What follows belongs to an exercise in optimizing a design on an open flow for small area; a production flow would make more cautious choices. In this exercise RTL edits were held to simulation tests only and were not proved equivalent to the original. Power and IR drop assume default switching activity.

<file path="design/flow/config.mk">
export PLATFORM = sky130hd
export DESIGN_NAME = inc_cond_mppt
export DESIGN_NICKNAME = inc_cond_mppt
export VERILOG_FILES = /design/flow/design.v
export SDC_FILE = /design/flow/constraint.sdc
export NUM_CORES = 4
export LEC_CHECK = 0
export CAP_MARGIN = 20
export CORE_MARGIN = 2
export CORE_UTILIZATION = 40
export SLEW_MARGIN = 20
</file>
<file path="design/flow/constraint.sdc">
create_clock -name core_clock -period 10.0 [get_ports {clk}]
set_input_delay 2.0000 -clock core_clock [delete_from_list [all_inputs] [get_ports {clk}]]
set_output_delay 2.0000 -clock core_clock [all_outputs]
set_load 0.01 [all_outputs]
</file>
<file path="design/flow/design.v">
module inc_cond_mppt (
    input wire clk,
    input wire reset,
    input wire start,
    input wire [15:0] voltage_in,
    input wire [15:0] current_in,
    output wire [15:0] duty_cycle,
    output reg mpp_found,
    output wire [15:0] power_out
);
    reg [7:0] duty_hi;    
    reg       duty_mid;   
    reg       duty_lo;    
    assign duty_cycle = {2'b00, duty_hi, {5{duty_mid}}, duty_lo};
    reg calc, upd;
    reg [15:0] v_prev, i_prev;
    always @(posedge clk) begin
        v_prev <= voltage_in;
        i_prev <= current_in;
    end
    wire [15:0] i_same = ~(current_in ^ i_prev);
    wire [15:0] v_same = ~(voltage_in ^ v_prev);
    wire i_eq = &i_same;
    wire [16:0] ic, vc;
    assign ic[0] = 1'b1;
    assign vc[0] = 1'b1;
    genvar q;
    generate for (q = 0; q < 16; q = q + 1) begin : g_cmp
        if (q % 2 == 0) begin : g_even
            assign ic[q+1] = ~(i_same[q] ? ic[q] : current_in[q]);
            assign vc[q+1] = ~(v_same[q] ? vc[q] : voltage_in[q]);
        end else begin : g_odd
            assign ic[q+1] = ~(i_same[q] ? ic[q] : i_prev[q]);
            assign vc[q+1] = ~(v_same[q] ? vc[q] : v_prev[q]);
        end
    end endgenerate
    wire i_ge = ic[16];
    wire v_ge = vc[16];
    wire up = ~(i_ge ^ v_ge);
    wire step = calc & ~i_eq;
    wire [7:0] m = ~(duty_hi ^ {8{up}});
    wire [8:0] t;
    assign t[0] = 1'b1;
    genvar k;
    generate for (k = 0; k < 8; k = k + 1) begin : g_t
        assign t[k+1] = t[k] & m[k];
    end endgenerate
    wire sat = t[8];                        
    wire lo_zero = (duty_hi == 8'd1) & ~duty_lo;  
    wire set_l = sat | (~up & lo_zero);
    always @(posedge clk or posedge reset) begin
        if (reset) begin
            calc <= 1'b0;
            upd <= 1'b0;
            duty_hi <= 8'h80;
            duty_mid <= 1'b0;
            duty_lo <= 1'b0;
            mpp_found <= 1'b0;
        end else begin
            calc <= ~calc & ~upd & start;
            upd <= calc;
            if (calc)
                mpp_found <= i_eq;
            if (step & ~sat)
                duty_hi <= duty_hi ^ t[7:0];
            if (step & set_l) begin
                duty_mid <= up;
                duty_lo <= 1'b1;
            end
        end
    end
    mul24 u_mul (.a(voltage_in), .b(current_in), .p(power_out));
endmodule
module mfa(input a, input b, input c, output s, output co);
  assign {co, s} = a + b + c;
endmodule
module cx_a222oi(input a1, input a2, input b1, input b2, input c1, input c2, output y);
  assign y = ~((a1 & a2) | (b1 & b2) | (c1 & c2));
endmodule
module a3add(input [15:0] a, output [17:0] y);
  wire [16:1] tg, tp;
  assign y[0] = a[0];
  assign tg[1] = a[1] & a[0];
  assign tp[1] = a[1] ^ a[0];
  assign tg[2] = a[2] & a[1];
  assign tp[2] = a[2] ^ a[1];
  assign tg[3] = a[3] & a[2];
  assign tp[3] = a[3] ^ a[2];
  assign tg[4] = a[4] & a[3];
  assign tp[4] = a[4] ^ a[3];
  assign tg[5] = a[5] & a[4];
  assign tp[5] = a[5] ^ a[4];
  assign tg[6] = a[6] & a[5];
  assign tp[6] = a[6] ^ a[5];
  assign tg[7] = a[7] & a[6];
  assign tp[7] = a[7] ^ a[6];
  assign tg[8] = a[8] & a[7];
  assign tp[8] = a[8] ^ a[7];
  assign tg[9] = a[9] & a[8];
  assign tp[9] = a[9] ^ a[8];
  assign tg[10] = a[10] & a[9];
  assign tp[10] = a[10] ^ a[9];
  assign tg[11] = a[11] & a[10];
  assign tp[11] = a[11] ^ a[10];
  assign tg[12] = a[12] & a[11];
  assign tp[12] = a[12] ^ a[11];
  assign tg[13] = a[13] & a[12];
  assign tp[13] = a[13] ^ a[12];
  assign tg[14] = a[14] & a[13];
  assign tp[14] = a[14] ^ a[13];
  assign tg[15] = a[15] & a[14];
  assign tp[15] = a[15] ^ a[14];
  assign tg[16] = 1'b0 & a[15];
  assign tp[16] = 1'b0 ^ a[15];
  wire tg_1 = tg[2] | (tp[2] & tg[1]);
  wire tp_1 = tp[2] & tp[1];
  wire tg_2 = tg[4] | (tp[4] & tg[3]);
  wire tp_2 = tp[4] & tp[3];
  wire tg_3 = tg[6] | (tp[6] & tg[5]);
  wire tp_3 = tp[6] & tp[5];
  wire tg_4 = tg[8] | (tp[8] & tg[7]);
  wire tp_4 = tp[8] & tp[7];
  wire tg_5 = tg[10] | (tp[10] & tg[9]);
  wire tp_5 = tp[10] & tp[9];
  wire tg_6 = tg[12] | (tp[12] & tg[11]);
  wire tp_6 = tp[12] & tp[11];
  wire tg_7 = tg[14] | (tp[14] & tg[13]);
  wire tp_7 = tp[14] & tp[13];
  wire tg_8 = tg[16] | (tp[16] & tg[15]);
  wire tp_8 = tp[16] & tp[15];
  wire tg_9 = tg_2 | (tp_2 & tg_1);
  wire tp_9 = tp_2 & tp_1;
  wire tg_10 = tg_4 | (tp_4 & tg_3);
  wire tp_10 = tp_4 & tp_3;
  wire tg_11 = tg_6 | (tp_6 & tg_5);
  wire tp_11 = tp_6 & tp_5;
  wire tg_12 = tg_8 | (tp_8 & tg_7);
  wire tp_12 = tp_8 & tp_7;
  wire tg_13 = tg_10 | (tp_10 & tg_9);
  wire tp_13 = tp_10 & tp_9;
  wire tg_14 = tg_12 | (tp_12 & tg_11);
  wire tp_14 = tp_12 & tp_11;
  wire tg_15 = tg_14 | (tp_14 & tg_13);
  wire tp_15 = tp_14 & tp_13;
  wire tg_16 = tg_11 | (tp_11 & tg_13);
  wire tp_16 = tp_11 & tp_13;
  wire tg_17 = tg_3 | (tp_3 & tg_9);
  wire tp_17 = tp_3 & tp_9;
  wire tg_18 = tg_5 | (tp_5 & tg_13);
  wire tp_18 = tp_5 & tp_13;
  wire tg_19 = tg_7 | (tp_7 & tg_16);
  wire tp_19 = tp_7 & tp_16;
  wire tg_20 = tg[3] | (tp[3] & tg_1);
  wire tp_20 = tp[3] & tp_1;
  wire tg_21 = tg[5] | (tp[5] & tg_9);
  wire tp_21 = tp[5] & tp_9;
  wire tg_22 = tg[7] | (tp[7] & tg_17);
  wire tp_22 = tp[7] & tp_17;
  wire tg_23 = tg[9] | (tp[9] & tg_13);
  wire tp_23 = tp[9] & tp_13;
  wire tg_24 = tg[11] | (tp[11] & tg_18);
  wire tp_24 = tp[11] & tp_18;
  wire tg_25 = tg[13] | (tp[13] & tg_16);
  wire tp_25 = tp[13] & tp_16;
  wire tg_26 = tg[15] | (tp[15] & tg_19);
  wire tp_26 = tp[15] & tp_19;
  assign y[1] = tp[1] ^ 1'b0;
  assign y[2] = tp[2] ^ tg[1];
  assign y[3] = tp[3] ^ tg_1;
  assign y[4] = tp[4] ^ tg_20;
  assign y[5] = tp[5] ^ tg_9;
  assign y[6] = tp[6] ^ tg_21;
  assign y[7] = tp[7] ^ tg_17;
  assign y[8] = tp[8] ^ tg_22;
  assign y[9] = tp[9] ^ tg_13;
  assign y[10] = tp[10] ^ tg_23;
  assign y[11] = tp[11] ^ tg_18;
  assign y[12] = tp[12] ^ tg_24;
  assign y[13] = tp[13] ^ tg_16;
  assign y[14] = tp[14] ^ tg_25;
  assign y[15] = tp[15] ^ tg_19;
  assign y[16] = tp[16] ^ tg_26;
  assign y[17] = tg_15;
endmodule
module mha(input a, input b, output s, output co);
  assign {co, s} = a + b;
endmodule
module mul24(input [15:0] a, input [15:0] b, output [15:0] p);
  wire [17:0] a3;
  a3add u_a3 (.a(a), .y(a3));
  wire [7:0] sl1, sl2, sl3;
  genvar gk;
  generate for (gk = 0; gk < 8; gk = gk + 1) begin : g_dec
    assign sl1[gk] = b[2*gk] & ~b[2*gk+1];
    assign sl2[gk] = ~b[2*gk] & b[2*gk+1];
    assign sl3[gk] = b[2*gk] & b[2*gk+1];
  end endgenerate
  wire bp0_0 = ~((sl1[0] & a[0]) | (sl3[0] & a3[0]));
  wire bp0_1;
  cx_a222oi sbp0_1 (.a1(sl1[0]), .a2(a[1]), .b1(sl2[0]), .b2(a[0]), .c1(sl3[0]), .c2(a3[1]), .y(bp0_1));
  wire bp0_2;
  cx_a222oi sbp0_2 (.a1(sl1[0]), .a2(a[2]), .b1(sl2[0]), .b2(a[1]), .c1(sl3[0]), .c2(a3[2]), .y(bp0_2));
  wire bp0_3;
  cx_a222oi sbp0_3 (.a1(sl1[0]), .a2(a[3]), .b1(sl2[0]), .b2(a[2]), .c1(sl3[0]), .c2(a3[3]), .y(bp0_3));
  wire bp0_4;
  cx_a222oi sbp0_4 (.a1(sl1[0]), .a2(a[4]), .b1(sl2[0]), .b2(a[3]), .c1(sl3[0]), .c2(a3[4]), .y(bp0_4));
  wire bp0_5;
  cx_a222oi sbp0_5 (.a1(sl1[0]), .a2(a[5]), .b1(sl2[0]), .b2(a[4]), .c1(sl3[0]), .c2(a3[5]), .y(bp0_5));
  wire bp0_6;
  cx_a222oi sbp0_6 (.a1(sl1[0]), .a2(a[6]), .b1(sl2[0]), .b2(a[5]), .c1(sl3[0]), .c2(a3[6]), .y(bp0_6));
  wire bp0_7;
  cx_a222oi sbp0_7 (.a1(sl1[0]), .a2(a[7]), .b1(sl2[0]), .b2(a[6]), .c1(sl3[0]), .c2(a3[7]), .y(bp0_7));
  wire bp0_8;
  cx_a222oi sbp0_8 (.a1(sl1[0]), .a2(a[8]), .b1(sl2[0]), .b2(a[7]), .c1(sl3[0]), .c2(a3[8]), .y(bp0_8));
  wire bp0_9;
  cx_a222oi sbp0_9 (.a1(sl1[0]), .a2(a[9]), .b1(sl2[0]), .b2(a[8]), .c1(sl3[0]), .c2(a3[9]), .y(bp0_9));
  wire bp0_10;
  cx_a222oi sbp0_10 (.a1(sl1[0]), .a2(a[10]), .b1(sl2[0]), .b2(a[9]), .c1(sl3[0]), .c2(a3[10]), .y(bp0_10));
  wire bp0_11;
  cx_a222oi sbp0_11 (.a1(sl1[0]), .a2(a[11]), .b1(sl2[0]), .b2(a[10]), .c1(sl3[0]), .c2(a3[11]), .y(bp0_11));
  wire bp0_12;
  cx_a222oi sbp0_12 (.a1(sl1[0]), .a2(a[12]), .b1(sl2[0]), .b2(a[11]), .c1(sl3[0]), .c2(a3[12]), .y(bp0_12));
  wire bp0_13;
  cx_a222oi sbp0_13 (.a1(sl1[0]), .a2(a[13]), .b1(sl2[0]), .b2(a[12]), .c1(sl3[0]), .c2(a3[13]), .y(bp0_13));
  wire bp0_14;
  cx_a222oi sbp0_14 (.a1(sl1[0]), .a2(a[14]), .b1(sl2[0]), .b2(a[13]), .c1(sl3[0]), .c2(a3[14]), .y(bp0_14));
  wire bp0_15;
  cx_a222oi sbp0_15 (.a1(sl1[0]), .a2(a[15]), .b1(sl2[0]), .b2(a[14]), .c1(sl3[0]), .c2(a3[15]), .y(bp0_15));
  wire bp0_16 = ~((sl2[0] & a[15]) | (sl3[0] & a3[16]));
  wire bp0_17 = ~((sl3[0] & a3[17]));
  wire bp1_0 = ~((sl1[1] & a[0]) | (sl3[1] & a3[0]));
  wire bp1_1;
  cx_a222oi sbp1_1 (.a1(sl1[1]), .a2(a[1]), .b1(sl2[1]), .b2(a[0]), .c1(sl3[1]), .c2(a3[1]), .y(bp1_1));
  wire bp1_2;
  cx_a222oi sbp1_2 (.a1(sl1[1]), .a2(a[2]), .b1(sl2[1]), .b2(a[1]), .c1(sl3[1]), .c2(a3[2]), .y(bp1_2));
  wire bp1_3;
  cx_a222oi sbp1_3 (.a1(sl1[1]), .a2(a[3]), .b1(sl2[1]), .b2(a[2]), .c1(sl3[1]), .c2(a3[3]), .y(bp1_3));
  wire bp1_4;
  cx_a222oi sbp1_4 (.a1(sl1[1]), .a2(a[4]), .b1(sl2[1]), .b2(a[3]), .c1(sl3[1]), .c2(a3[4]), .y(bp1_4));
  wire bp1_5;
  cx_a222oi sbp1_5 (.a1(sl1[1]), .a2(a[5]), .b1(sl2[1]), .b2(a[4]), .c1(sl3[1]), .c2(a3[5]), .y(bp1_5));
  wire bp1_6;
  cx_a222oi sbp1_6 (.a1(sl1[1]), .a2(a[6]), .b1(sl2[1]), .b2(a[5]), .c1(sl3[1]), .c2(a3[6]), .y(bp1_6));
  wire bp1_7;
  cx_a222oi sbp1_7 (.a1(sl1[1]), .a2(a[7]), .b1(sl2[1]), .b2(a[6]), .c1(sl3[1]), .c2(a3[7]), .y(bp1_7));
  wire bp1_8;
  cx_a222oi sbp1_8 (.a1(sl1[1]), .a2(a[8]), .b1(sl2[1]), .b2(a[7]), .c1(sl3[1]), .c2(a3[8]), .y(bp1_8));
  wire bp1_9;
  cx_a222oi sbp1_9 (.a1(sl1[1]), .a2(a[9]), .b1(sl2[1]), .b2(a[8]), .c1(sl3[1]), .c2(a3[9]), .y(bp1_9));
  wire bp1_10;
  cx_a222oi sbp1_10 (.a1(sl1[1]), .a2(a[10]), .b1(sl2[1]), .b2(a[9]), .c1(sl3[1]), .c2(a3[10]), .y(bp1_10));
  wire bp1_11;
  cx_a222oi sbp1_11 (.a1(sl1[1]), .a2(a[11]), .b1(sl2[1]), .b2(a[10]), .c1(sl3[1]), .c2(a3[11]), .y(bp1_11));
  wire bp1_12;
  cx_a222oi sbp1_12 (.a1(sl1[1]), .a2(a[12]), .b1(sl2[1]), .b2(a[11]), .c1(sl3[1]), .c2(a3[12]), .y(bp1_12));
  wire bp1_13;
  cx_a222oi sbp1_13 (.a1(sl1[1]), .a2(a[13]), .b1(sl2[1]), .b2(a[12]), .c1(sl3[1]), .c2(a3[13]), .y(bp1_13));
  wire bp1_14;
  cx_a222oi sbp1_14 (.a1(sl1[1]), .a2(a[14]), .b1(sl2[1]), .b2(a[13]), .c1(sl3[1]), .c2(a3[14]), .y(bp1_14));
  wire bp1_15;
  cx_a222oi sbp1_15 (.a1(sl1[1]), .a2(a[15]), .b1(sl2[1]), .b2(a[14]), .c1(sl3[1]), .c2(a3[15]), .y(bp1_15));
  wire bp1_16 = ~((sl2[1] & a[15]) | (sl3[1] & a3[16]));
  wire bp1_17 = ~((sl3[1] & a3[17]));
  wire bp2_0 = ~((sl1[2] & a[0]) | (sl3[2] & a3[0]));
  wire bp2_1;
  cx_a222oi sbp2_1 (.a1(sl1[2]), .a2(a[1]), .b1(sl2[2]), .b2(a[0]), .c1(sl3[2]), .c2(a3[1]), .y(bp2_1));
  wire bp2_2;
  cx_a222oi sbp2_2 (.a1(sl1[2]), .a2(a[2]), .b1(sl2[2]), .b2(a[1]), .c1(sl3[2]), .c2(a3[2]), .y(bp2_2));
  wire bp2_3;
  cx_a222oi sbp2_3 (.a1(sl1[2]), .a2(a[3]), .b1(sl2[2]), .b2(a[2]), .c1(sl3[2]), .c2(a3[3]), .y(bp2_3));
  wire bp2_4;
  cx_a222oi sbp2_4 (.a1(sl1[2]), .a2(a[4]), .b1(sl2[2]), .b2(a[3]), .c1(sl3[2]), .c2(a3[4]), .y(bp2_4));
  wire bp2_5;
  cx_a222oi sbp2_5 (.a1(sl1[2]), .a2(a[5]), .b1(sl2[2]), .b2(a[4]), .c1(sl3[2]), .c2(a3[5]), .y(bp2_5));
  wire bp2_6;
  cx_a222oi sbp2_6 (.a1(sl1[2]), .a2(a[6]), .b1(sl2[2]), .b2(a[5]), .c1(sl3[2]), .c2(a3[6]), .y(bp2_6));
  wire bp2_7;
  cx_a222oi sbp2_7 (.a1(sl1[2]), .a2(a[7]), .b1(sl2[2]), .b2(a[6]), .c1(sl3[2]), .c2(a3[7]), .y(bp2_7));
  wire bp2_8;
  cx_a222oi sbp2_8 (.a1(sl1[2]), .a2(a[8]), .b1(sl2[2]), .b2(a[7]), .c1(sl3[2]), .c2(a3[8]), .y(bp2_8));
  wire bp2_9;
  cx_a222oi sbp2_9 (.a1(sl1[2]), .a2(a[9]), .b1(sl2[2]), .b2(a[8]), .c1(sl3[2]), .c2(a3[9]), .y(bp2_9));
  wire bp2_10;
  cx_a222oi sbp2_10 (.a1(sl1[2]), .a2(a[10]), .b1(sl2[2]), .b2(a[9]), .c1(sl3[2]), .c2(a3[10]), .y(bp2_10));
  wire bp2_11;
  cx_a222oi sbp2_11 (.a1(sl1[2]), .a2(a[11]), .b1(sl2[2]), .b2(a[10]), .c1(sl3[2]), .c2(a3[11]), .y(bp2_11));
  wire bp2_12;
  cx_a222oi sbp2_12 (.a1(sl1[2]), .a2(a[12]), .b1(sl2[2]), .b2(a[11]), .c1(sl3[2]), .c2(a3[12]), .y(bp2_12));
  wire bp2_13;
  cx_a222oi sbp2_13 (.a1(sl1[2]), .a2(a[13]), .b1(sl2[2]), .b2(a[12]), .c1(sl3[2]), .c2(a3[13]), .y(bp2_13));
  wire bp2_14;
  cx_a222oi sbp2_14 (.a1(sl1[2]), .a2(a[14]), .b1(sl2[2]), .b2(a[13]), .c1(sl3[2]), .c2(a3[14]), .y(bp2_14));
  wire bp2_15;
  cx_a222oi sbp2_15 (.a1(sl1[2]), .a2(a[15]), .b1(sl2[2]), .b2(a[14]), .c1(sl3[2]), .c2(a3[15]), .y(bp2_15));
  wire bp2_16 = ~((sl2[2] & a[15]) | (sl3[2] & a3[16]));
  wire bp2_17 = ~((sl3[2] & a3[17]));
  wire bp3_0 = ~((sl1[3] & a[0]) | (sl3[3] & a3[0]));
  wire bp3_1;
  cx_a222oi sbp3_1 (.a1(sl1[3]), .a2(a[1]), .b1(sl2[3]), .b2(a[0]), .c1(sl3[3]), .c2(a3[1]), .y(bp3_1));
  wire bp3_2;
  cx_a222oi sbp3_2 (.a1(sl1[3]), .a2(a[2]), .b1(sl2[3]), .b2(a[1]), .c1(sl3[3]), .c2(a3[2]), .y(bp3_2));
  wire bp3_3;
  cx_a222oi sbp3_3 (.a1(sl1[3]), .a2(a[3]), .b1(sl2[3]), .b2(a[2]), .c1(sl3[3]), .c2(a3[3]), .y(bp3_3));
  wire bp3_4;
  cx_a222oi sbp3_4 (.a1(sl1[3]), .a2(a[4]), .b1(sl2[3]), .b2(a[3]), .c1(sl3[3]), .c2(a3[4]), .y(bp3_4));
  wire bp3_5;
  cx_a222oi sbp3_5 (.a1(sl1[3]), .a2(a[5]), .b1(sl2[3]), .b2(a[4]), .c1(sl3[3]), .c2(a3[5]), .y(bp3_5));
  wire bp3_6;
  cx_a222oi sbp3_6 (.a1(sl1[3]), .a2(a[6]), .b1(sl2[3]), .b2(a[5]), .c1(sl3[3]), .c2(a3[6]), .y(bp3_6));
  wire bp3_7;
  cx_a222oi sbp3_7 (.a1(sl1[3]), .a2(a[7]), .b1(sl2[3]), .b2(a[6]), .c1(sl3[3]), .c2(a3[7]), .y(bp3_7));
  wire bp3_8;
  cx_a222oi sbp3_8 (.a1(sl1[3]), .a2(a[8]), .b1(sl2[3]), .b2(a[7]), .c1(sl3[3]), .c2(a3[8]), .y(bp3_8));
  wire bp3_9;
  cx_a222oi sbp3_9 (.a1(sl1[3]), .a2(a[9]), .b1(sl2[3]), .b2(a[8]), .c1(sl3[3]), .c2(a3[9]), .y(bp3_9));
  wire bp3_10;
  cx_a222oi sbp3_10 (.a1(sl1[3]), .a2(a[10]), .b1(sl2[3]), .b2(a[9]), .c1(sl3[3]), .c2(a3[10]), .y(bp3_10));
  wire bp3_11;
  cx_a222oi sbp3_11 (.a1(sl1[3]), .a2(a[11]), .b1(sl2[3]), .b2(a[10]), .c1(sl3[3]), .c2(a3[11]), .y(bp3_11));
  wire bp3_12;
  cx_a222oi sbp3_12 (.a1(sl1[3]), .a2(a[12]), .b1(sl2[3]), .b2(a[11]), .c1(sl3[3]), .c2(a3[12]), .y(bp3_12));
  wire bp3_13;
  cx_a222oi sbp3_13 (.a1(sl1[3]), .a2(a[13]), .b1(sl2[3]), .b2(a[12]), .c1(sl3[3]), .c2(a3[13]), .y(bp3_13));
  wire bp3_14;
  cx_a222oi sbp3_14 (.a1(sl1[3]), .a2(a[14]), .b1(sl2[3]), .b2(a[13]), .c1(sl3[3]), .c2(a3[14]), .y(bp3_14));
  wire bp3_15;
  cx_a222oi sbp3_15 (.a1(sl1[3]), .a2(a[15]), .b1(sl2[3]), .b2(a[14]), .c1(sl3[3]), .c2(a3[15]), .y(bp3_15));
  wire bp3_16 = ~((sl2[3] & a[15]) | (sl3[3] & a3[16]));
  wire bp3_17 = ~((sl3[3] & a3[17]));
  wire bp4_0 = ~((sl1[4] & a[0]) | (sl3[4] & a3[0]));
  wire bp4_1;
  cx_a222oi sbp4_1 (.a1(sl1[4]), .a2(a[1]), .b1(sl2[4]), .b2(a[0]), .c1(sl3[4]), .c2(a3[1]), .y(bp4_1));
  wire bp4_2;
  cx_a222oi sbp4_2 (.a1(sl1[4]), .a2(a[2]), .b1(sl2[4]), .b2(a[1]), .c1(sl3[4]), .c2(a3[2]), .y(bp4_2));
  wire bp4_3;
  cx_a222oi sbp4_3 (.a1(sl1[4]), .a2(a[3]), .b1(sl2[4]), .b2(a[2]), .c1(sl3[4]), .c2(a3[3]), .y(bp4_3));
  wire bp4_4;
  cx_a222oi sbp4_4 (.a1(sl1[4]), .a2(a[4]), .b1(sl2[4]), .b2(a[3]), .c1(sl3[4]), .c2(a3[4]), .y(bp4_4));
  wire bp4_5;
  cx_a222oi sbp4_5 (.a1(sl1[4]), .a2(a[5]), .b1(sl2[4]), .b2(a[4]), .c1(sl3[4]), .c2(a3[5]), .y(bp4_5));
  wire bp4_6;
  cx_a222oi sbp4_6 (.a1(sl1[4]), .a2(a[6]), .b1(sl2[4]), .b2(a[5]), .c1(sl3[4]), .c2(a3[6]), .y(bp4_6));
  wire bp4_7;
  cx_a222oi sbp4_7 (.a1(sl1[4]), .a2(a[7]), .b1(sl2[4]), .b2(a[6]), .c1(sl3[4]), .c2(a3[7]), .y(bp4_7));
  wire bp4_8;
  cx_a222oi sbp4_8 (.a1(sl1[4]), .a2(a[8]), .b1(sl2[4]), .b2(a[7]), .c1(sl3[4]), .c2(a3[8]), .y(bp4_8));
  wire bp4_9;
  cx_a222oi sbp4_9 (.a1(sl1[4]), .a2(a[9]), .b1(sl2[4]), .b2(a[8]), .c1(sl3[4]), .c2(a3[9]), .y(bp4_9));
  wire bp4_10;
  cx_a222oi sbp4_10 (.a1(sl1[4]), .a2(a[10]), .b1(sl2[4]), .b2(a[9]), .c1(sl3[4]), .c2(a3[10]), .y(bp4_10));
  wire bp4_11;
  cx_a222oi sbp4_11 (.a1(sl1[4]), .a2(a[11]), .b1(sl2[4]), .b2(a[10]), .c1(sl3[4]), .c2(a3[11]), .y(bp4_11));
  wire bp4_12;
  cx_a222oi sbp4_12 (.a1(sl1[4]), .a2(a[12]), .b1(sl2[4]), .b2(a[11]), .c1(sl3[4]), .c2(a3[12]), .y(bp4_12));
  wire bp4_13;
  cx_a222oi sbp4_13 (.a1(sl1[4]), .a2(a[13]), .b1(sl2[4]), .b2(a[12]), .c1(sl3[4]), .c2(a3[13]), .y(bp4_13));
  wire bp4_14;
  cx_a222oi sbp4_14 (.a1(sl1[4]), .a2(a[14]), .b1(sl2[4]), .b2(a[13]), .c1(sl3[4]), .c2(a3[14]), .y(bp4_14));
  wire bp4_15;
  cx_a222oi sbp4_15 (.a1(sl1[4]), .a2(a[15]), .b1(sl2[4]), .b2(a[14]), .c1(sl3[4]), .c2(a3[15]), .y(bp4_15));
  wire bp5_0 = ~((sl1[5] & a[0]) | (sl3[5] & a3[0]));
  wire bp5_1;
  cx_a222oi sbp5_1 (.a1(sl1[5]), .a2(a[1]), .b1(sl2[5]), .b2(a[0]), .c1(sl3[5]), .c2(a3[1]), .y(bp5_1));
  wire bp5_2;
  cx_a222oi sbp5_2 (.a1(sl1[5]), .a2(a[2]), .b1(sl2[5]), .b2(a[1]), .c1(sl3[5]), .c2(a3[2]), .y(bp5_2));
  wire bp5_3;
  cx_a222oi sbp5_3 (.a1(sl1[5]), .a2(a[3]), .b1(sl2[5]), .b2(a[2]), .c1(sl3[5]), .c2(a3[3]), .y(bp5_3));
  wire bp5_4;
  cx_a222oi sbp5_4 (.a1(sl1[5]), .a2(a[4]), .b1(sl2[5]), .b2(a[3]), .c1(sl3[5]), .c2(a3[4]), .y(bp5_4));
  wire bp5_5;
  cx_a222oi sbp5_5 (.a1(sl1[5]), .a2(a[5]), .b1(sl2[5]), .b2(a[4]), .c1(sl3[5]), .c2(a3[5]), .y(bp5_5));
  wire bp5_6;
  cx_a222oi sbp5_6 (.a1(sl1[5]), .a2(a[6]), .b1(sl2[5]), .b2(a[5]), .c1(sl3[5]), .c2(a3[6]), .y(bp5_6));
  wire bp5_7;
  cx_a222oi sbp5_7 (.a1(sl1[5]), .a2(a[7]), .b1(sl2[5]), .b2(a[6]), .c1(sl3[5]), .c2(a3[7]), .y(bp5_7));
  wire bp5_8;
  cx_a222oi sbp5_8 (.a1(sl1[5]), .a2(a[8]), .b1(sl2[5]), .b2(a[7]), .c1(sl3[5]), .c2(a3[8]), .y(bp5_8));
  wire bp5_9;
  cx_a222oi sbp5_9 (.a1(sl1[5]), .a2(a[9]), .b1(sl2[5]), .b2(a[8]), .c1(sl3[5]), .c2(a3[9]), .y(bp5_9));
  wire bp5_10;
  cx_a222oi sbp5_10 (.a1(sl1[5]), .a2(a[10]), .b1(sl2[5]), .b2(a[9]), .c1(sl3[5]), .c2(a3[10]), .y(bp5_10));
  wire bp5_11;
  cx_a222oi sbp5_11 (.a1(sl1[5]), .a2(a[11]), .b1(sl2[5]), .b2(a[10]), .c1(sl3[5]), .c2(a3[11]), .y(bp5_11));
  wire bp5_12;
  cx_a222oi sbp5_12 (.a1(sl1[5]), .a2(a[12]), .b1(sl2[5]), .b2(a[11]), .c1(sl3[5]), .c2(a3[12]), .y(bp5_12));
  wire bp5_13;
  cx_a222oi sbp5_13 (.a1(sl1[5]), .a2(a[13]), .b1(sl2[5]), .b2(a[12]), .c1(sl3[5]), .c2(a3[13]), .y(bp5_13));
  wire bp6_0 = ~((sl1[6] & a[0]) | (sl3[6] & a3[0]));
  wire bp6_1;
  cx_a222oi sbp6_1 (.a1(sl1[6]), .a2(a[1]), .b1(sl2[6]), .b2(a[0]), .c1(sl3[6]), .c2(a3[1]), .y(bp6_1));
  wire bp6_2;
  cx_a222oi sbp6_2 (.a1(sl1[6]), .a2(a[2]), .b1(sl2[6]), .b2(a[1]), .c1(sl3[6]), .c2(a3[2]), .y(bp6_2));
  wire bp6_3;
  cx_a222oi sbp6_3 (.a1(sl1[6]), .a2(a[3]), .b1(sl2[6]), .b2(a[2]), .c1(sl3[6]), .c2(a3[3]), .y(bp6_3));
  wire bp6_4;
  cx_a222oi sbp6_4 (.a1(sl1[6]), .a2(a[4]), .b1(sl2[6]), .b2(a[3]), .c1(sl3[6]), .c2(a3[4]), .y(bp6_4));
  wire bp6_5;
  cx_a222oi sbp6_5 (.a1(sl1[6]), .a2(a[5]), .b1(sl2[6]), .b2(a[4]), .c1(sl3[6]), .c2(a3[5]), .y(bp6_5));
  wire bp6_6;
  cx_a222oi sbp6_6 (.a1(sl1[6]), .a2(a[6]), .b1(sl2[6]), .b2(a[5]), .c1(sl3[6]), .c2(a3[6]), .y(bp6_6));
  wire bp6_7;
  cx_a222oi sbp6_7 (.a1(sl1[6]), .a2(a[7]), .b1(sl2[6]), .b2(a[6]), .c1(sl3[6]), .c2(a3[7]), .y(bp6_7));
  wire bp6_8;
  cx_a222oi sbp6_8 (.a1(sl1[6]), .a2(a[8]), .b1(sl2[6]), .b2(a[7]), .c1(sl3[6]), .c2(a3[8]), .y(bp6_8));
  wire bp6_9;
  cx_a222oi sbp6_9 (.a1(sl1[6]), .a2(a[9]), .b1(sl2[6]), .b2(a[8]), .c1(sl3[6]), .c2(a3[9]), .y(bp6_9));
  wire bp6_10;
  cx_a222oi sbp6_10 (.a1(sl1[6]), .a2(a[10]), .b1(sl2[6]), .b2(a[9]), .c1(sl3[6]), .c2(a3[10]), .y(bp6_10));
  wire bp6_11;
  cx_a222oi sbp6_11 (.a1(sl1[6]), .a2(a[11]), .b1(sl2[6]), .b2(a[10]), .c1(sl3[6]), .c2(a3[11]), .y(bp6_11));
  wire bp7_0 = ~((sl1[7] & a[0]) | (sl3[7] & a3[0]));
  wire bp7_1;
  cx_a222oi sbp7_1 (.a1(sl1[7]), .a2(a[1]), .b1(sl2[7]), .b2(a[0]), .c1(sl3[7]), .c2(a3[1]), .y(bp7_1));
  wire bp7_2;
  cx_a222oi sbp7_2 (.a1(sl1[7]), .a2(a[2]), .b1(sl2[7]), .b2(a[1]), .c1(sl3[7]), .c2(a3[2]), .y(bp7_2));
  wire bp7_3;
  cx_a222oi sbp7_3 (.a1(sl1[7]), .a2(a[3]), .b1(sl2[7]), .b2(a[2]), .c1(sl3[7]), .c2(a3[3]), .y(bp7_3));
  wire bp7_4;
  cx_a222oi sbp7_4 (.a1(sl1[7]), .a2(a[4]), .b1(sl2[7]), .b2(a[3]), .c1(sl3[7]), .c2(a3[4]), .y(bp7_4));
  wire bp7_5;
  cx_a222oi sbp7_5 (.a1(sl1[7]), .a2(a[5]), .b1(sl2[7]), .b2(a[4]), .c1(sl3[7]), .c2(a3[5]), .y(bp7_5));
  wire bp7_6;
  cx_a222oi sbp7_6 (.a1(sl1[7]), .a2(a[6]), .b1(sl2[7]), .b2(a[5]), .c1(sl3[7]), .c2(a3[6]), .y(bp7_6));
  wire bp7_7;
  cx_a222oi sbp7_7 (.a1(sl1[7]), .a2(a[7]), .b1(sl2[7]), .b2(a[6]), .c1(sl3[7]), .c2(a3[7]), .y(bp7_7));
  wire bp7_8;
  cx_a222oi sbp7_8 (.a1(sl1[7]), .a2(a[8]), .b1(sl2[7]), .b2(a[7]), .c1(sl3[7]), .c2(a3[8]), .y(bp7_8));
  wire bp7_9;
  cx_a222oi sbp7_9 (.a1(sl1[7]), .a2(a[9]), .b1(sl2[7]), .b2(a[8]), .c1(sl3[7]), .c2(a3[9]), .y(bp7_9));
  wire s1, c2;
  mfa f2 (.a(bp2_0), .b(bp1_2), .c(bp0_4), .s(s1), .co(c2));
  wire s3, c4;
  mfa f4 (.a(bp2_1), .b(bp1_3), .c(bp0_5), .s(s3), .co(c4));
  wire s5, c6;
  mfa f6 (.a(bp3_0), .b(bp2_2), .c(bp1_4), .s(s5), .co(c6));
  wire s7, c8;
  mfa f8 (.a(bp0_6), .b(c4), .c(s5), .s(s7), .co(c8));
  wire s9, c10;
  mfa f10 (.a(bp3_1), .b(bp2_3), .c(bp1_5), .s(s9), .co(c10));
  wire s11, c12;
  mfa f12 (.a(bp0_7), .b(c6), .c(s9), .s(s11), .co(c12));
  wire s13, c14;
  mfa f14 (.a(bp4_0), .b(bp3_2), .c(bp2_4), .s(s13), .co(c14));
  wire s15, c16;
  mfa f16 (.a(bp1_6), .b(bp0_8), .c(c10), .s(s15), .co(c16));
  wire s17, c18;
  mfa f18 (.a(s13), .b(c12), .c(s15), .s(s17), .co(c18));
  wire s19, c20;
  mfa f20 (.a(bp4_1), .b(bp3_3), .c(bp2_5), .s(s19), .co(c20));
  wire s21, c22;
  mfa f22 (.a(bp1_7), .b(bp0_9), .c(c14), .s(s21), .co(c22));
  wire s23, c24;
  mfa f24 (.a(s19), .b(c16), .c(s21), .s(s23), .co(c24));
  wire s25, c26;
  mfa f26 (.a(bp5_0), .b(bp4_2), .c(bp3_4), .s(s25), .co(c26));
  wire s27, c28;
  mfa f28 (.a(bp2_6), .b(bp1_8), .c(bp0_10), .s(s27), .co(c28));
  wire s29, c30;
  mfa f30 (.a(c20), .b(s25), .c(s27), .s(s29), .co(c30));
  wire s31, c32;
  mfa f32 (.a(c22), .b(s29), .c(c24), .s(s31), .co(c32));
  wire s33, c34;
  mfa f34 (.a(bp5_1), .b(bp4_3), .c(bp3_5), .s(s33), .co(c34));
  wire s35, c36;
  mfa f36 (.a(bp2_7), .b(bp1_9), .c(bp0_11), .s(s35), .co(c36));
  wire s37, c38;
  mfa f38 (.a(c26), .b(s33), .c(c28), .s(s37), .co(c38));
  wire s39, c40;
  mfa f40 (.a(s35), .b(c30), .c(s37), .s(s39), .co(c40));
  wire s41, c42;
  mfa f42 (.a(bp6_0), .b(bp5_2), .c(bp4_4), .s(s41), .co(c42));
  wire s43, c44;
  mfa f44 (.a(bp3_6), .b(bp2_8), .c(bp1_10), .s(s43), .co(c44));
  wire s45, c46;
  mfa f46 (.a(bp0_12), .b(c34), .c(s41), .s(s45), .co(c46));
  wire s47, c48;
  mfa f48 (.a(c36), .b(s43), .c(s45), .s(s47), .co(c48));
  wire s49, c50;
  mfa f50 (.a(c38), .b(s47), .c(c40), .s(s49), .co(c50));
  wire s51, c52;
  mfa f52 (.a(bp6_1), .b(bp5_3), .c(bp4_5), .s(s51), .co(c52));
  wire s53, c54;
  mfa f54 (.a(bp3_7), .b(bp2_9), .c(bp1_11), .s(s53), .co(c54));
  wire s55, c56;
  mfa f56 (.a(bp0_13), .b(c42), .c(s51), .s(s55), .co(c56));
  wire s57, c58;
  mfa f58 (.a(c44), .b(s53), .c(c46), .s(s57), .co(c58));
  wire s59, c60;
  mfa f60 (.a(s55), .b(s57), .c(c48), .s(s59), .co(c60));
  wire s61, c62;
  mfa f62 (.a(bp7_0), .b(bp6_2), .c(bp5_4), .s(s61), .co(c62));
  wire s63, c64;
  mfa f64 (.a(bp4_6), .b(bp3_8), .c(bp2_10), .s(s63), .co(c64));
  wire s65, c66;
  mfa f66 (.a(bp1_12), .b(bp0_14), .c(c52), .s(s65), .co(c66));
  wire s67, c68;
  mfa f68 (.a(s61), .b(c54), .c(s63), .s(s67), .co(c68));
  wire s69, c70;
  mfa f70 (.a(c56), .b(s65), .c(s67), .s(s69), .co(c70));
  wire s71, c72;
  mfa f72 (.a(c58), .b(s69), .c(c60), .s(s71), .co(c72));
  wire s73, c74;
  mfa f74 (.a(bp7_1), .b(bp6_3), .c(bp5_5), .s(s73), .co(c74));
  wire s75, c76;
  mfa f76 (.a(bp4_7), .b(bp3_9), .c(bp2_11), .s(s75), .co(c76));
  wire s77, c78;
  mfa f78 (.a(bp1_13), .b(bp0_15), .c(c62), .s(s77), .co(c78));
  wire s79, c80;
  mfa f80 (.a(s73), .b(c64), .c(s75), .s(s79), .co(c80));
  wire s81, c82;
  mfa f82 (.a(c66), .b(s77), .c(c68), .s(s81), .co(c82));
  wire s83, c84;
  mfa f84 (.a(s79), .b(c70), .c(s81), .s(s83), .co(c84));
  wire s85, c86;
  mfa f86 (.a(bp7_2), .b(bp6_4), .c(bp5_6), .s(s85), .co(c86));
  wire s87, c88;
  mfa f88 (.a(bp4_8), .b(bp3_10), .c(bp2_12), .s(s87), .co(c88));
  wire s89, c90;
  mfa f90 (.a(bp1_14), .b(bp0_16), .c(c74), .s(s89), .co(c90));
  wire s91, c92;
  mfa f92 (.a(s85), .b(c76), .c(s87), .s(s91), .co(c92));
  wire s93, c94;
  mfa f94 (.a(c78), .b(s89), .c(c80), .s(s93), .co(c94));
  wire s95, c96;
  mfa f96 (.a(s91), .b(c82), .c(s93), .s(s95), .co(c96));
  wire s97, c98;
  mfa f98 (.a(bp7_3), .b(bp6_5), .c(bp5_7), .s(s97), .co(c98));
  wire s99, c100;
  mfa f100 (.a(bp4_9), .b(bp3_11), .c(bp2_13), .s(s99), .co(c100));
  wire s101, c102;
  mfa f102 (.a(bp1_15), .b(bp0_17), .c(c86), .s(s101), .co(c102));
  wire s103, c104;
  mfa f104 (.a(s97), .b(c88), .c(s99), .s(s103), .co(c104));
  wire s105, c106;
  mfa f106 (.a(c90), .b(s101), .c(c92), .s(s105), .co(c106));
  wire s107, c108;
  mfa f108 (.a(s103), .b(c94), .c(s105), .s(s107), .co(c108));
  wire s109, c110;
  mfa f110 (.a(bp7_4), .b(bp6_6), .c(bp5_8), .s(s109), .co(c110));
  wire s111, c112;
  mfa f112 (.a(bp4_10), .b(bp3_12), .c(bp2_14), .s(s111), .co(c112));
  wire s113, c114;
  mfa f114 (.a(bp1_16), .b(c98), .c(s109), .s(s113), .co(c114));
  wire s115, c116;
  mfa f116 (.a(c100), .b(s111), .c(c102), .s(s115), .co(c116));
  wire s117, c118;
  mfa f118 (.a(s113), .b(c104), .c(s115), .s(s117), .co(c118));
  wire s119, c120;
  mfa f120 (.a(c106), .b(s117), .c(c108), .s(s119), .co(c120));
  wire s121, c122;
  mfa f122 (.a(bp7_5), .b(bp6_7), .c(bp5_9), .s(s121), .co(c122));
  wire s123, c124;
  mfa f124 (.a(bp4_11), .b(bp3_13), .c(bp2_15), .s(s123), .co(c124));
  wire s125, c126;
  mfa f126 (.a(bp1_17), .b(c110), .c(s121), .s(s125), .co(c126));
  wire s127, c128;
  mfa f128 (.a(c112), .b(s123), .c(c114), .s(s127), .co(c128));
  wire s129, c130;
  mfa f130 (.a(s125), .b(c116), .c(s127), .s(s129), .co(c130));
  wire s131, c132;
  mfa f132 (.a(c118), .b(s129), .c(c120), .s(s131), .co(c132));
  wire s133, c134;
  mfa f134 (.a(bp7_6), .b(bp6_8), .c(bp5_10), .s(s133), .co(c134));
  wire s135, c136;
  mfa f136 (.a(bp4_12), .b(bp3_14), .c(bp2_16), .s(s135), .co(c136));
  wire s137, c138;
  mfa f138 (.a(c122), .b(s133), .c(c124), .s(s137), .co(c138));
  wire s139, c140;
  mfa f140 (.a(s135), .b(c126), .c(s137), .s(s139), .co(c140));
  wire s141, c142;
  mfa f142 (.a(c128), .b(s139), .c(c130), .s(s141), .co(c142));
  wire s143, c144;
  mfa f144 (.a(bp7_7), .b(bp6_9), .c(bp5_11), .s(s143), .co(c144));
  wire s145, c146;
  mfa f146 (.a(bp4_13), .b(bp3_15), .c(bp2_17), .s(s145), .co(c146));
  wire s147, c148;
  mfa f148 (.a(c134), .b(s143), .c(c136), .s(s147), .co(c148));
  wire s149, c150;
  mfa f150 (.a(s145), .b(c138), .c(s147), .s(s149), .co(c150));
  wire s151, c152;
  mfa f152 (.a(c140), .b(s149), .c(c142), .s(s151), .co(c152));
  wire s153, c154;
  mfa f154 (.a(bp7_8), .b(bp6_10), .c(bp5_12), .s(s153), .co(c154));
  wire s155, c156;
  mfa f156 (.a(bp4_14), .b(bp3_16), .c(c144), .s(s155), .co(c156));
  wire s157, c158;
  mfa f158 (.a(s153), .b(c146), .c(s155), .s(s157), .co(c158));
  wire s159, c160;
  mfa f160 (.a(c148), .b(s157), .c(c150), .s(s159), .co(c160));
  wire x161 = (bp3_17 ^ bp4_15 ^ bp5_13 ^ bp6_11 ^ bp7_9 ^ c154 ^ c156 ^ c158 ^ c160);
  wire [23:0] rx = {x161, s159, s151, s141, s131, s119, c96, c84, s83, s71, s59, s49, s39, s31, c18, s17, c8, s7, c2, s1, bp1_1, bp1_0, bp0_1, bp0_0};
  wire [23:0] ry = {1'b1, c152, 1'b1, c132, 1'b1, 1'b1, s107, s95, c72, 1'b1, c50, 1'b1, c32, 1'b1, s23, 1'b1, s11, 1'b1, s3, 1'b1, bp0_3, bp0_2, 1'b1, 1'b1};
  wire [23:0] g0 = rx & ry;
  wire [23:0] p0 = rx ^ ry;
  wire pg162 = g0[0] | (p0[0] & 1'b1);
  wire pg164 = g0[2] | (p0[2] & g0[1]);
  wire pp165 = p0[2] & p0[1];
  wire pg166 = g0[4] | (p0[4] & g0[3]);
  wire pp167 = p0[4] & p0[3];
  wire pg168 = g0[6] | (p0[6] & g0[5]);
  wire pp169 = p0[6] & p0[5];
  wire pg170 = g0[8] | (p0[8] & g0[7]);
  wire pp171 = p0[8] & p0[7];
  wire pg172 = g0[10] | (p0[10] & g0[9]);
  wire pp173 = p0[10] & p0[9];
  wire pg174 = g0[12] | (p0[12] & g0[11]);
  wire pp175 = p0[12] & p0[11];
  wire pg176 = g0[14] | (p0[14] & g0[13]);
  wire pp177 = p0[14] & p0[13];
  wire pg178 = g0[16] | (p0[16] & g0[15]);
  wire pp179 = p0[16] & p0[15];
  wire pg180 = g0[18] | (p0[18] & g0[17]);
  wire pp181 = p0[18] & p0[17];
  wire pg182 = g0[20] | (p0[20] & g0[19]);
  wire pp183 = p0[20] & p0[19];
  wire pg184 = g0[22] | (p0[22] & g0[21]);
  wire pp185 = p0[22] & p0[21];
  wire pg186 = g0[1] | (p0[1] & pg162);
  wire pg188 = pg164 | (pp165 & pg162);
  wire pg190 = g0[5] | (p0[5] & pg166);
  wire pp191 = p0[5] & pp167;
  wire pg192 = pg168 | (pp169 & pg166);
  wire pp193 = pp169 & pp167;
  wire pg194 = g0[9] | (p0[9] & pg170);
  wire pp195 = p0[9] & pp171;
  wire pg196 = pg172 | (pp173 & pg170);
  wire pp197 = pp173 & pp171;
  wire pg198 = g0[13] | (p0[13] & pg174);
  wire pp199 = p0[13] & pp175;
  wire pg200 = pg176 | (pp177 & pg174);
  wire pp201 = pp177 & pp175;
  wire pg202 = g0[17] | (p0[17] & pg178);
  wire pp203 = p0[17] & pp179;
  wire pg204 = pg180 | (pp181 & pg178);
  wire pp205 = pp181 & pp179;
  wire pg206 = g0[21] | (p0[21] & pg182);
  wire pp207 = p0[21] & pp183;
  wire pg208 = pg184 | (pp185 & pg182);
  wire pp209 = pp185 & pp183;
  wire pg210 = g0[3] | (p0[3] & pg188);
  wire pg212 = pg166 | (pp167 & pg188);
  wire pg214 = pg190 | (pp191 & pg188);
  wire pg216 = pg192 | (pp193 & pg188);
  wire pg218 = g0[11] | (p0[11] & pg196);
  wire pp219 = p0[11] & pp197;
  wire pg220 = pg174 | (pp175 & pg196);
  wire pp221 = pp175 & pp197;
  wire pg222 = pg198 | (pp199 & pg196);
  wire pp223 = pp199 & pp197;
  wire pg224 = pg200 | (pp201 & pg196);
  wire pp225 = pp201 & pp197;
  wire pg226 = g0[19] | (p0[19] & pg204);
  wire pp227 = p0[19] & pp205;
  wire pg228 = pg182 | (pp183 & pg204);
  wire pp229 = pp183 & pp205;
  wire pg230 = pg206 | (pp207 & pg204);
  wire pp231 = pp207 & pp205;
  wire pg232 = pg208 | (pp209 & pg204);
  wire pp233 = pp209 & pp205;
  wire pg234 = g0[7] | (p0[7] & pg216);
  wire pg236 = pg170 | (pp171 & pg216);
  wire pg238 = pg194 | (pp195 & pg216);
  wire pg240 = pg196 | (pp197 & pg216);
  wire pg242 = pg218 | (pp219 & pg216);
  wire pg244 = pg220 | (pp221 & pg216);
  wire pg246 = pg222 | (pp223 & pg216);
  wire pg248 = pg224 | (pp225 & pg216);
  wire pg250 = g0[23] | (p0[23] & pg232);
  wire pp251 = p0[23] & pp233;
  wire pg252 = g0[15] | (p0[15] & pg248);
  wire pg254 = pg178 | (pp179 & pg248);
  wire pg256 = pg202 | (pp203 & pg248);
  wire pg258 = pg204 | (pp205 & pg248);
  wire pg260 = pg226 | (pp227 & pg248);
  wire pg262 = pg228 | (pp229 & pg248);
  wire pg264 = pg230 | (pp231 & pg248);
  wire pg266 = pg232 | (pp233 & pg248);
  wire pg268 = pg250 | (pp251 & pg248);
  wire [15:0] hc = {pg266, pg264, pg262, pg260, pg258, pg256, pg254, pg252, pg248, pg246, pg244, pg242, pg240, pg238, pg236, pg234};
  assign p = ~(p0[23:8] ^ hc);
endmodule
</file>
<file path="design/flow/flow/run.sh">
#!/bin/bash
# Layout flow: the standard ORFS flow, except that
#  - the cell modules of the RTL (mfa/mha adders, cx_a222oi selectors) are
#    mapped straight onto the sky130 cells (map.py), and Yosys's own
#    full-adder extraction is off (the design's adders are already explicit),
#  - ABC uses an area-oriented mapping script (abc.script), except for the
#    3a adder of the multiplier (module a3add), which is kept apart until
#    after mapping and mapped for delay (abc_a3.script),
#  - port buffers use the smallest buffer cell.
# Each tool's output goes to a log in this folder (make.log, orfs/logs/).
set -euo pipefail
W=$(pwd)
F=$W/flow
python3 $F/map.py $W/design.v $W/design_mapped.v
sed "s#^\(\s*\)log_cmd abc {\*}\$abc_args#\1log_cmd abc {*}[lreplace \$abc_args 1 1 $F/abc.script] $FLOW_TOP\n\1log_cmd abc {*}[lreplace \$abc_args 1 1 $F/abc_a3.script] a3add#" \
  $FLOW_HOME/scripts/synth.tcl > $W/flow_synth.tcl
grep -q "abc_a3.script" $W/flow_synth.tcl
sed "s#source \$::env(SCRIPTS_DIR)/synth.tcl#source $W/flow_synth.tcl#" $W/synth_recipe.tcl > $W/flow_synth_recipe.tcl
grep -q "flow_synth.tcl" $W/flow_synth_recipe.tcl
sed "s#^export VERILOG_FILES = .*#export VERILOG_FILES = $W/design_mapped.v#" $W/config.mk > $W/flow_config.mk
source $F/settings.sh
make -C $FLOW_HOME DESIGN_CONFIG=$W/flow_config.mk WORK_HOME=$W/orfs CLKGATE_MAP_FILE= \
  SYNTH_SCRIPT=$W/flow_synth_recipe.tcl ADDER_MAP_FILE= SYNTH_KEEP_MODULES=a3add \
  "${MAKE_ARGS[@]}" finish > $W/make.log 2>&1
: # left out here: write the final layout as DEF
</file>
<file path="design/flow/flow/abc.script">
strash
dch -f
amap
topo
stime -c
</file>
<file path="design/flow/flow/abc_a3.script">
strash
dch
map -D 1200
topo
stime -c
</file>
<file path="design/flow/flow/map.py">
#!/usr/bin/env python3
# Replace the bodies of the cell modules (mfa, mha, cx_a222oi) with sky130 cells.
import re, sys
src = open(sys.argv[1]).read()
cells = {
    'mfa': "  sky130_fd_sc_hd__fa_1 u (.A(a), .B(b), .CIN(c), .SUM(s), .COUT(co));\n",
    'mha': "  sky130_fd_sc_hd__ha_1 u (.A(a), .B(b), .SUM(s), .COUT(co));\n",
    'cx_a222oi': "  sky130_fd_sc_hd__a222oi_1 u (.A1(a1), .A2(a2), .B1(b1), .B2(b2), .C1(c1), .C2(c2), .Y(y));\n",
}
def rep(m):
    name, ports = m.group(1), m.group(2)
    if name in cells:
        return f"module {name}({ports});\n{cells[name]}endmodule"
    return m.group(0)
out = re.sub(r"module\s+(\w+)\s*\(([^;]*?)\);(.*?)endmodule", rep, src, flags=re.S)
open(sys.argv[2], 'w').write(out)
</file>
<file path="design/flow/flow/place_pre.tcl">
# Buffer every input and output port (as the standard flow does), with a
# buffer cell sized for each side: inputs drive many loads, outputs one pin.
buffer_ports -inputs -buffer_cell sky130_fd_sc_hd__buf_1
buffer_ports -outputs -buffer_cell sky130_fd_sc_hd__buf_1
</file>
<file path="design/flow/flow/settings.sh">
MAKE_ARGS=(CAP_MARGIN=20 CORE_MARGIN=2 CORE_UTILIZATION=40 SLEW_MARGIN=20
DONT_BUFFER_PORTS=1 PRE_GLOBAL_PLACE_TCL=$F/place_pre.tcl
"MIN_BUF_CELL_AND_PORTS=sky130_fd_sc_hd__buf_1 A X"
"GPL_TIMING_DRIVEN=0"
"CTS_BUF_LIST=sky130_fd_sc_hd__clkbuf_8"
"SYNTH_INSBUF=0"
"CELL_PAD_IN_SITES_DETAIL_PLACEMENT=1"
"CELL_PAD_IN_SITES_GLOBAL_PLACEMENT=1"
"SETUP_SLACK_MARGIN=-0.15"
)
</file>
<file path="design/flow/standard.sh">
#!/bin/bash
# synth_recipe.tcl (not shown) runs the flow's synth.tcl, then flattens the netlist and writes it again
# the make line also repeats each setting of config.mk as NAME=value (left out here)
make -C /OpenROAD-flow-scripts/flow DESIGN_CONFIG=/design/flow/config.mk WORK_HOME=/design/flow/orfs CLKGATE_MAP_FILE= SYNTH_SCRIPT=/design/flow/synth_recipe.tcl "${@:-finish}"
</file>
==> reports/metrics.yaml <==
power_and_ir_drop:
  vdd_drop_max_uv: 371
  p_per_area_nw_per_um2: 319
  p_leak_uw: 0.00214
hold_path:
  hold_class: "reg2reg"
  whs_path_depth: 1
critical_path:
  critPathArrivalTime_ps: 7740
  cp.required_ps: 8000
  worstSetupEndpointType: "output pin"
  startpoint_type: "primary input"
  critPathMaxFanout: 21
  critPathKind: "in2out"
  r2r_cells: 46
logic_synthesis:
  muxShareOfSynthArea: 0
  synthFlopType: "dfxtp_1"
  ys_seq_area_frac: 0.171
  synthXorXnorAreaFrac: 0.0294
  synth_cells: 631
  syn_area_um2: 5650
  avgSynthCellArea_um2: 8.96
  yosys.area_share.simple: 0.134
  synthAdderAreaFrac: 0.283
  synth_top_family_by_area: "compound AO/OA/AOI/OAI gates"
  synth-compound-area-share: 0.339
  yosys-top-cells-area: "fa_1 28%, a222oi_1 19%, dfxtp_1 11%"
  synthArstFlopShare: 0.289
  synth_top_area_share: 0.283
  synth_top_area_cell: "fa_1"
  synth-edff-count: 0
  yosysWarnings: 1
  ys_types: 38
  ys_ff_latch: 45
placed_design:
  post-dp-hpwl_mm: 14.7
  placed_cell_area_um2: 6170
  portBuffers: 65
  gp_congestion: 0.886
routing:
  viasPerCell: 6.72
  vias: 5995
  route.detailed.drc: 0
  drtPass1Iterations: 13
  wl_per_cell_um: 22.5
  ant_nets: 0
  drtIter0Drc: 866
  drt_wl_total_mm: 20.0
global_route:
  grt_pass1_wl_mm: 32.9
  grt_max_degree: 27
  grt_overflow: 0
  grt_pass1_vias: 6248
  grt_usage: 0.278
  antenna_found_initial: 0
job:
  drv_cap: 0
sta:
  final.min_clock_period_ps: 9740
  tns_ps: 0
  fmax_mhz: 103
  finalHoldViolCount: 0
  tightest_slew_ps: 1040
  rsz0062_at_grt: "true"
  setup_viol: 0
  finalClockSkew_ps: 9.39
  maxSlewViolCount: 0
  finalCritPeriodShare: 0.974
  relSlewSlack: 0.303
floorplanning:
  core_um2: 13800
  start_util: 0.409
  rows: 43
  die_x_um: 123
  fp.dieArea_um2: 15100
  io_pins: 68
  die_h_um: 123
clock_tree:
  clkLatencyLatePin_ps: 310
  cts_buffer_depth: 2
  cts_tree: "done"
  numClockSinks: 45
  cts-htree-levels: 2
  path_clk_slew_ps: 100
  cts_buffers: 5
  cts_root_buf: "clkbuf_8"
layout:
  antennaDiodeCount: 0
  drive_gt1_frac: 0.0913
  syn_to_final_growth_pct: 15.3
  finalInstanceArea_um2: 6520
  num-fill-cells: 1659
  fin_nets: 826
outcome:
  status: "timing/DRC/antenna clean"
-- power by group --
| part | total, µW | switching, µW | internal, µW |
|---|---|---|---|
| clock network | 123 | 72.4 | 50.6 |
| registers | 230 | 23.3 | 206 |
| logic | 1730 | 1070 | 657 |
| total | 2080 | 1170 | 914 |
-- per-stage QoR --
| step | total power (µW) | util | setup slack [ps] | hold slack, ps | std cells |
|---|---|---|---|---|---|
| 6_report | 2080 | 0.471 | 256 | 414 | 892 |
| 3_3_place_gp | 1820 | 0.443 | -914 | 391 | 877 |
| 5_1_grt | 2320 | 0.471 | -221 | 424 | 892 |
| 4_1_cts | 2050 | 0.466 | -127 | 421 | 891 |
| 2_1_floorplan | 1390 | - | 1100 | 383 | 632 |
| 3_5_place_dp | 1890 | 0.446 | -1280 | 406 | 879 |
-- registers in the layout, summed over array words and instances, names as in the netlist --
name       flops
mpp_found      1
i_prev        16
calc           1
duty_hi        8
v_prev        16
upd            1
duty_lo        1
duty_mid       1
-- Yosys stat by module, one instance, submodules excluded --
module,times used,flops+latches
inc_cond_mppt,1,45
a3add,1,0
-- logic make-up after synthesis --
logic type,Yosys count
XOR/XNOR,19
buffers and inverters,63
AO/OA/AOI/OAI,237
flip-flops,45
adder cells (fa/ha/maj),80
other,1
AND/OR/NAND/NOR,186
-- final timing paths --
check                         startpoint            end  slack, ps
setup / recovery           voltage_in[8]  power_out[15]        260
hold / removal                       upd           calc        410
setup reg to reg               v_prev[1]     duty_hi[5]       2800
hold reg to reg                      upd           calc        410
max in group asynchronous          reset     duty_hi[7]       8100
min in group asynchronous          reset           calc       1600
-- Yosys cell counts, types with 3 or more instances --
cell type and instances:
nand2_1 53, a21oi_1 34, o22ai_1 9, dfxtp_1 32, clkinv_1 63, xnor2_1 8, nor2b_1 4, a22o_1 3
o21a_1 8, nand3_1 3, nor2_1 111, a221o_1 3, dfrtp_1 12, o221ai_1 4, xor2_1 11, or2_0 5
o22a_1 4, a211oi_1 11, a222oi_1 107, fa_1 80, a22oi_1 17, o21ai_0 27, a221oi_1 4
-- layer usage --
metal,vias to the layer above,part of all wire,track usage
met4,0,0.019,0.0647
met2,338,0.48,0.471
met5,-,0,0
li1,2659,-,-
met1,2960,0.41,0.371
met3,38,0.094,0.0474
-- critical path, cell delays in order --
cell	delay, ps
clkbuf_4	300
clkinv_1	140
nand2_1	80
nand2_1	100
nor2_1	190
nand3_1	110
nand2_2	150
nand3_1	100
nand2_1	160
a21oi_1	120
xnor2_2	220
a222oi_1	350
fa_1	500
fa_1	390
fa_1	470
fa_1	400
fa_1	390
fa_1	430
a21oi_2	210
nand2b_1	120
o41ai_1	440
nor2_1	90
nor2b_1	110
buf_1	150
-- layout by cell type, fill, tap and decap left out, types with 4 or more instances in the layout --
| master | netlist | layout |
|---|---|---|
| o221ai_1 | 4 | 4 |
| xnor2_2 | 0 | 6 |
| or2_0 | 5 | 4 |
| buf_6 | 0 | 5 |
| a222oi_1 | 107 | 107 |
| xor2_2 | 0 | 5 |
| a21oi_1 | 34 | 32 |
| o22ai_1 | 9 | 9 |
| o21ai_1 | 0 | 4 |
| a22oi_1 | 17 | 17 |
| o22a_1 | 4 | 4 |
| dfxtp_1 | 32 | 32 |
| fa_1 | 80 | 80 |
| clkbuf_8 | 0 | 5 |
| nand2_1 | 53 | 51 |
| o21ai_0 | 27 | 22 |
| buf_4 | 0 | 9 |
| a211oi_1 | 11 | 11 |
| buf_1 | 0 | 52 |
| nor2_2 | 0 | 17 |
| o21a_1 | 8 | 8 |
| a221oi_1 | 4 | 4 |
| nor2_1 | 111 | 93 |
| clkinv_1 | 63 | 63 |
| xor2_1 | 11 | 5 |
| dfrtp_1 | 12 | 12 |
-- repair_timing --
| item | CTS | global route |
|---|---|---|
| gates resized for setup | 58 | 37 |
| setup endpoints to repair | 8 | 15 |
| hold buffers | 0 | 0 |
| setup buffers | 4 | 1 |
| pin swaps | 4 | 3 |
-- final cells by class --
| cell class | instances | area, µm² | area share |
|---|---|---|---|
| Clock inverter | 3 | 25.0 | 0.00384 |
| Inverter | 63 | 236 | 0.0363 |
| Tap cell | 180 | 225 | 0.0346 |
| Sequential cell | 45 | 967 | 0.148 |
| Multi-Input combinational cell | 524 | 4630 | 0.711 |
| Timing Repair Buffer | 72 | 363 | 0.0557 |
| Clock buffer | 5 | 68.8 | 0.0106 |

## re-timing with driven ports
The flow's constraints put no driver on any port. The routed layout listed below was extracted and timed again, unchanged, in two steps.
Step 1 (the two cells are an assumption about what drives the block):
set clk [get_ports {clk}]
set_driving_cell -lib_cell sky130_fd_sc_hd__clkbuf_16 $clk
set_driving_cell -lib_cell sky130_fd_sc_hd__buf_2 [delete_from_list [all_inputs] $clk]
Step 2 adds t to the input delays and takes it off the output delays; t is the mean of the earliest and latest rising clock arrival at the registers after step 1. Input paths then give back, and output paths get back, about the clock's delay inside the block.
a / b / c = ideal / step 1 / step 2; a / b = the first two.
t, ns: 0.338
setup WS [ns]: 0.256 / 0.232 / 0.232
worst hold slack (ns): 0.414 / 0.414 / 0.414
worst slew at a driven data input, ns: 0.04
cell pins on the clock port's net: 1
After both steps setup and hold are still met in this run. For this run, drivers alone change the setup slack by -0.024 ns; drivers and shift together by -0.024 ns.
